This is an optimization exercise on Yosys and OpenROAD, whose aim is small area and a short achievable clock period, not a production implementation.
Function was checked by simulation only, so behaviour that the tests miss may differ from the original.
Power is estimated from default activity; no workload was simulated.

run a:
==> flow/design.v (excerpt) <==
module fp16_arith(
input clk,
input [15:0] numi1,
input [15:0] numi2,
output [15:0] sum,
output [1:0] iszero,
output [1:0] isinf,
output isnan,
output [15:0] prod
    );
For scale: roughly 840 cells after synthesis, ~70 I/O pins, ~7700 µm² of cells after synthesis.
clock: 17.0 ns
lec_check: 0
cap_margin: 20
core_margin: 2
core_utilization: 60
slew_margin: 20
synth_hierarchical: 1
standard.sh (not shown) runs the stock make flow with config.mk's settings and CLKGATE_MAP_FILE= SYNTH_SCRIPT=/design/flow/synth_recipe.tcl, a recipe that flattens the netlist after the stock synthesis.
==> flow/flow/run.sh <==
#!/bin/bash
# Own layout flow: the standard ORFS flow, with plain buf_1 cells as the
# port buffers (buffer_ports would otherwise pick clkdlybuf4s50_1, a slow
# delay cell). Every input and output port still gets its own buffer.
set -euo pipefail
export BUFFER_PORTS_ARGS="-buffer_cell sky130_fd_sc_hd__buf_1"
if [[ -f flow/env.sh ]]; then source flow/env.sh; fi
bash standard.sh > standard.log 2>&1
==> flow/flow/env.sh <==
export SETUP_SLACK_MARGIN=9.5
Run a did not stop at any stage, and its layout met the timing, DRC and antenna checks.
Input-level comparison between run b and run a:
Settings: CTS_BUF_LIST: unset -> sky130_fd_sc_hd__clkbuf_8.
==> flow/flow/env.sh <==
export SETUP_SLACK_MARGIN=9.7
[summary]
Power went up slightly going from run a to run b.
Core utilization: run b higher than run a
Status: global-route usage parity (run b, run a)
Diff run a -> run b: critical path's largest stage delay neither gained nor lost much, sequential share of layout area flat, via count ~0 delta.
The number of nets in the final layout of run b exceeds that of run a by about 0.9%.
The via count of the first global-routing pass was comparable across run b and run a.

fp16_arith, a different RTL version from the one above (not shown whole).
For scale: roughly 70 I/O pins, roughly 7700 um2 of cells after synthesis.
// fp16_arith
module fp16_arith(
input clk,
input [15:0] numi1,
input [15:0] numi2,
output [15:0] sum,
output [1:0] iszero,
output [1:0] isinf,
output isnan,
output [15:0] prod
    );
    wire sz_r;
    fp16_adder u_add(
        .numi1(numi1),
        .numi2(numi2),
        .clk(clk),
        .sz_r(sz_r),
        .ans(sum),
        .iszero(iszero),
        .isinf(isinf),
        .isnan(isnan)
    );
    fp16_simple_multiplier u_mul(
        .numi1(numi1),
        .numi2(numi2),
        .clk(clk),
        .ans(prod),
        .sz_r(sz_r)
    );
endmodule
Settings: LEC_CHECK=0, CAP_MARGIN=20, CORE_MARGIN=2, CORE_UTILIZATION=60, SLEW_MARGIN=20, SYNTH_HIERARCHICAL=1; clock period 17.0 ns.
==> flow/flow/env.sh <==
export SETUP_SLACK_MARGIN=9.7
Scripts as last shown in full above: flow/flow/run.sh
Rerun with:
==> flow/flow/env.sh (replaced) <==
export SETUP_SLACK_MARGIN=9.5
Outcome: The changed run completed without violations; die area is unchanged; synthesized area is unchanged; global-route usage is lower by 1.1 points; core utilization is lower by 3.3 points; routed wire length is lower by about 5%.

Starting RTL as in the previous note.
Design fp16_arith, start of the top module:
module fp16_arith(
input clk,
input [15:0] numi1,
input [15:0] numi2,
output [15:0] sum,
output [1:0] iszero,
output [1:0] isinf,
output isnan,
output [15:0] prod
    );
==> flow/config.mk <==
export PLATFORM = sky130hd
export DESIGN_NAME = fp16_arith
export DESIGN_NICKNAME = fp16_arith
export VERILOG_FILES = /design/flow/design.v
export SDC_FILE = /design/flow/constraint.sdc
export NUM_CORES = 4
export LEC_CHECK = 0
export CAP_MARGIN = 20
export CORE_MARGIN = 2
export CORE_UTILIZATION = 50
export SLEW_MARGIN = 20
export SYNTH_HIERARCHICAL = 1
==> flow/constraint.sdc <==
create_clock -name core_clock -period 17.0 [get_ports {clk}]
set_input_delay 3.4000 -clock core_clock [delete_from_list [all_inputs] [get_ports {clk}]]
set_output_delay 3.4000 -clock core_clock [all_outputs]
set_load 0.01 [all_outputs]
==> flow/flow/env.sh <==
export SETUP_SLACK_MARGIN=9.5
Scripts as last shown in full above: flow/flow/run.sh
The starting point went through all stages and came out clean.
Rerun with:
CORE_UTILIZATION = 60   (was 50)
PLACE_DENSITY = 0.75   (was default)
- final area is lower by 0.46%
- count of clock-buffer cells in the layout does not change
- non-clock buffer count increases by 7
- routed wire length went up by 1.7%
- first-iteration DRC count went up by 69%
- worst setup slack gains 0.035 ns
- cell count drops by 0.91%

## build 59
fp16_arith, a different RTL version from the one above (not shown whole).
Size in the first run: roughly 1,100 cells after synthesis, ~40 flip-flops.
export LEC_CHECK = 0
export CAP_MARGIN = 20
export CORE_MARGIN = 2
export CORE_UTILIZATION = 60
export SLEW_MARGIN = 20
create_clock -name core_clock -period 17.0 [get_ports {clk}]
==> flow/flow/env.sh <==
# extra flow variables: repair setup timing towards a tighter target
export SETUP_SLACK_MARGIN=9
Scripts as last shown in full above: flow/flow/run.sh
Build 59 ran to completion and came out clean on the timing, DRC and antenna checks.
Inputs modified between build 59 and build 7:
- a change of CORE_UTILIZATION from 60 to 70
==> flow/flow/env.sh <==
export SETUP_SLACK_MARGIN=10
==> comparison <==
Looking at detailed placer's ending HPWL, build 7 sits about 1.2% below build 59.
Build 7 vs build 59 — number of inserted filler cells in the final layout dropped by more than half
Across both runs, part of the total power dissipated in combinational logic was higher for build 7 than for build 59.
Between build 7 and build 59, the first-iteration detailed-routing DRC count is lower for build 59.
On build 7: global-route wire length before repair is 9.8% higher than what build 59 gave.
Multi-input gate share of total cell area (higher): build 59
In the metrics for build 7 and build 59, the one carrying the higher share of cell area taken by flip-flops and latches is build 59.
Looking only at core utilization of the finished layout, and setting everything else aside, the lower value of build 7 and build 59 goes to build 59.
## Diff of input files: build 40 against build 7
- putting SYNTH_HIERARCHICAL at 1 where nothing was set
- swapping 70 for 40 in CORE_UTILIZATION
==> flow/run.sh (new file) <==
#!/bin/bash
# synth_recipe.tcl (not shown) runs the flow's synth.tcl, then flattens the netlist and writes it again
# the make line also repeats each setting of config.mk as NAME=value (left out here)
make -C /OpenROAD-flow-scripts/flow DESIGN_CONFIG=/design/flow/config.mk WORK_HOME=/design/flow/orfs CLKGATE_MAP_FILE= SYNTH_SCRIPT=/design/flow/synth_recipe.tcl finish
removed: flow/flow/run.sh
removed: flow/flow/env.sh
removed: flow/standard.sh
Cell area | build 40 vs build 7 | build 40 smaller. Relative to build 7, the die width of build 40 is higher by 33 um. Per the comparison of build 40 with build 7, count of clock-buffer cells in the layout down 1; area added between synthesis and finish shrank by 9.2 points. When build 40 is measured against build 7, its diode insertion count for antenna repair turns out 1 lower. On utilization of the core after routing, the higher figure sits with build 7, not build 40. Build 40: relative contribution of the clock network to total power 1.2 points above build 7. Critical path depth | build 40 above build 7. Looking at critical path startpoint, the numi2[9] result is from build 7; the numi2[14] one comes from build 40.
Relative to build 40, the following input files were edited for build 51:
- clearing SYNTH_HIERARCHICAL, which used to be 1
==> flow/flow/run.sh (new file) <==
#!/bin/bash
# Own layout flow: the standard ORFS flow, with plain buf_1 cells as the
# port buffers (buffer_ports would otherwise pick clkdlybuf4s50_1, a slow
# delay cell). Every input and output port still gets its own buffer.
set -euo pipefail
export BUFFER_PORTS_ARGS="-buffer_cell sky130_fd_sc_hd__buf_1"
if [[ -f flow/env.sh ]]; then source flow/env.sh; fi
bash standard.sh > standard.log 2>&1
==> flow/standard.sh (new file) <==
#!/bin/bash
# synth_recipe.tcl (not shown) runs the flow's synth.tcl, then flattens the netlist and writes it again
# the make line also repeats each setting of config.mk as NAME=value (left out here)
make -C /OpenROAD-flow-scripts/flow DESIGN_CONFIG=/design/flow/config.mk WORK_HOME=/design/flow/orfs CLKGATE_MAP_FILE= SYNTH_SCRIPT=/design/flow/synth_recipe.tcl "${@:-finish}"
removed: flow/run.sh
[summary]
Changes observed in build 51 relative to build 40: detailed-router iteration count before antenna repair essentially unchanged; vias after detailed routing increased 4.2%; relative contribution of combinational cells to total power decreased 0.8 points; global-route met1 utilization increased 5.6 points; global routing met3 resource utilization decreased 1.6 points. Number of cells produced by synthesis (build 51 vs. build 40) increases by more than 10%. Slowest cell on the critical path: sky130_fd_sc_hd__mux2i_1 -> build 40, sky130_fd_sc_hd__fa_1 -> build 51. Run comparison: build 40 destination of the critical timing path u_add.c_r; build 51 destination of the critical timing path u_mul.hi_r[10]. Delta (build 51 minus build 40): die outline width rose 2.2 um, routed wire length per instance decreased 0.35 um, share of total power consumed by net switching saw an increase. Run comparison: build 51 timing startpoint of the critical path numi1[1]; build 40 timing startpoint of the critical path numi2[14].

Setup of zinc:
fp16_arith, a different RTL version from the one above (not shown whole).
Size in the first run: roughly 70 I/O pins, about 7700 um2 of cells after synthesis.
==> flow/config.mk <==
export PLATFORM = sky130hd
export DESIGN_NAME = fp16_arith
export DESIGN_NICKNAME = fp16_arith
export VERILOG_FILES = /design/flow/design.v
export SDC_FILE = /design/flow/constraint.sdc
export NUM_CORES = 4
export LEC_CHECK = 0
export CAP_MARGIN = 20
export CORE_MARGIN = 2
export CORE_UTILIZATION = 70
export CTS_BUF_LIST = sky130_fd_sc_hd__clkbuf_4
export SLEW_MARGIN = 20
export SYNTH_HIERARCHICAL = 1
==> flow/constraint.sdc <==
create_clock -name core_clock -period 17.0 [get_ports {clk}]
set_input_delay 3.4000 -clock core_clock [delete_from_list [all_inputs] [get_ports {clk}]]
set_output_delay 3.4000 -clock core_clock [all_outputs]
set_load 0.01 [all_outputs]
==> flow/flow/run.sh <==
#!/bin/bash
# Own layout flow: the standard ORFS flow, with plain buf_1 cells as the
# port buffers (buffer_ports would otherwise pick clkdlybuf4s50_1, a slow
# delay cell). Every input and output port still gets its own buffer.
set -euo pipefail
export BUFFER_PORTS_ARGS="-buffer_cell sky130_fd_sc_hd__buf_1"
if [[ -f flow/env.sh ]]; then source flow/env.sh; fi
bash standard.sh > standard.log 2>&1
==> flow/flow/env.sh <==
export SETUP_SLACK_MARGIN=9.5
> inputs changed (zinc -> amber)
- CORE_UTILIZATION changed from 70 to 60
- CTS_BUF_LIST removed (was sky130_fd_sc_hd__clkbuf_4)
## What came out
- Going from zinc to amber, minimum setup slack after placement saw an increase; internal power consumption shows an increase of about 0.44%.
- [compare] base=zinc new=amber: design area essentially unchanged; placeable core region increased 16%; post-route fraction of the period consumed by the critical path decreased 1.2 points.
- zinc → amber: met2 track demand over resource in global routing fell 9.8 points; minimum period implied by the final worst setup slack fell 0.20 ns; minimum hold slack rose 0.11 ns; number of cells in the finished layout apart from fillers rose 16; detailed route wirelength on metal3 fell 18%.

==> static timing again, ports no longer ideal <==
Ports are ideal in the flow. The routed layouts listed here were re-timed in OpenROAD.
Step 1 sets driving cells, clkbuf_16 on the clock port and buf_2 on the other inputs (assumed; they add their load-dependent delay and slew).
Step 2 also shifts input and output timing later by t, the mid clock arrival at the registers, as if the neighbouring blocks saw the same clock.
Three values: ideal ports, drivers, drivers and shift; two values: the first two.
run | t, ns | setup slack, ns | worst setup path after step 2 | clock arrival spread, ns | pins driven straight from the clock port
run a | 0.333 | 9.625 / 9.587 / 9.411 | input to register | 0.007 / 0.006 | 1
run b | 0.352 | 9.619 / 9.584 / 9.484 | input to register | 0.009 / 0.009 | 1
the first run of note 2 | 0.331 | 9.625 / 9.584 / 9.253 | input to register | 0.007 / 0.007 | 1
the second run of note 2 | 0.323 | 9.639 / 9.610 / 9.335 | input to register | 0.010 / 0.011 | 1
the first run of note 3 | 0.312 | 9.594 / 9.583 / 9.270 | input to register | 0.003 / 0.003 | 1
the second run of note 3 | 0.338 | 9.629 / 9.586 / 9.298 | input to register | 0.007 / 0.007 | 1
build 59 | 0.316 | 9.210 / 9.217 / 8.901 | input to register | 0.008 / 0.008 | 1
build 7 | 0.321 | 9.567 / 9.521 / 9.201 | input to register | 0.007 / 0.007 | 1
build 40 | 0.334 | 7.901 / 7.922 / 7.588 | input to register | 0.007 / 0.006 | 1
build 51 | 0.315 | 8.775 / 8.782 / 8.468 | input to register | 0.003 / 0.003 | 1
zinc | 0.397 | 9.424 / 9.394 / 9.247 | input to register | 0.006 / 0.006 | 1
amber | 0.319 | 9.622 / 9.584 / 9.406 | input to register | 0.002 / 0.002 | 1
After both steps every run listed still meets setup and hold. The setup slack of the first run of note 2, which loses most, moves by -0.041 ns with the drivers and by -0.372 ns with both steps.
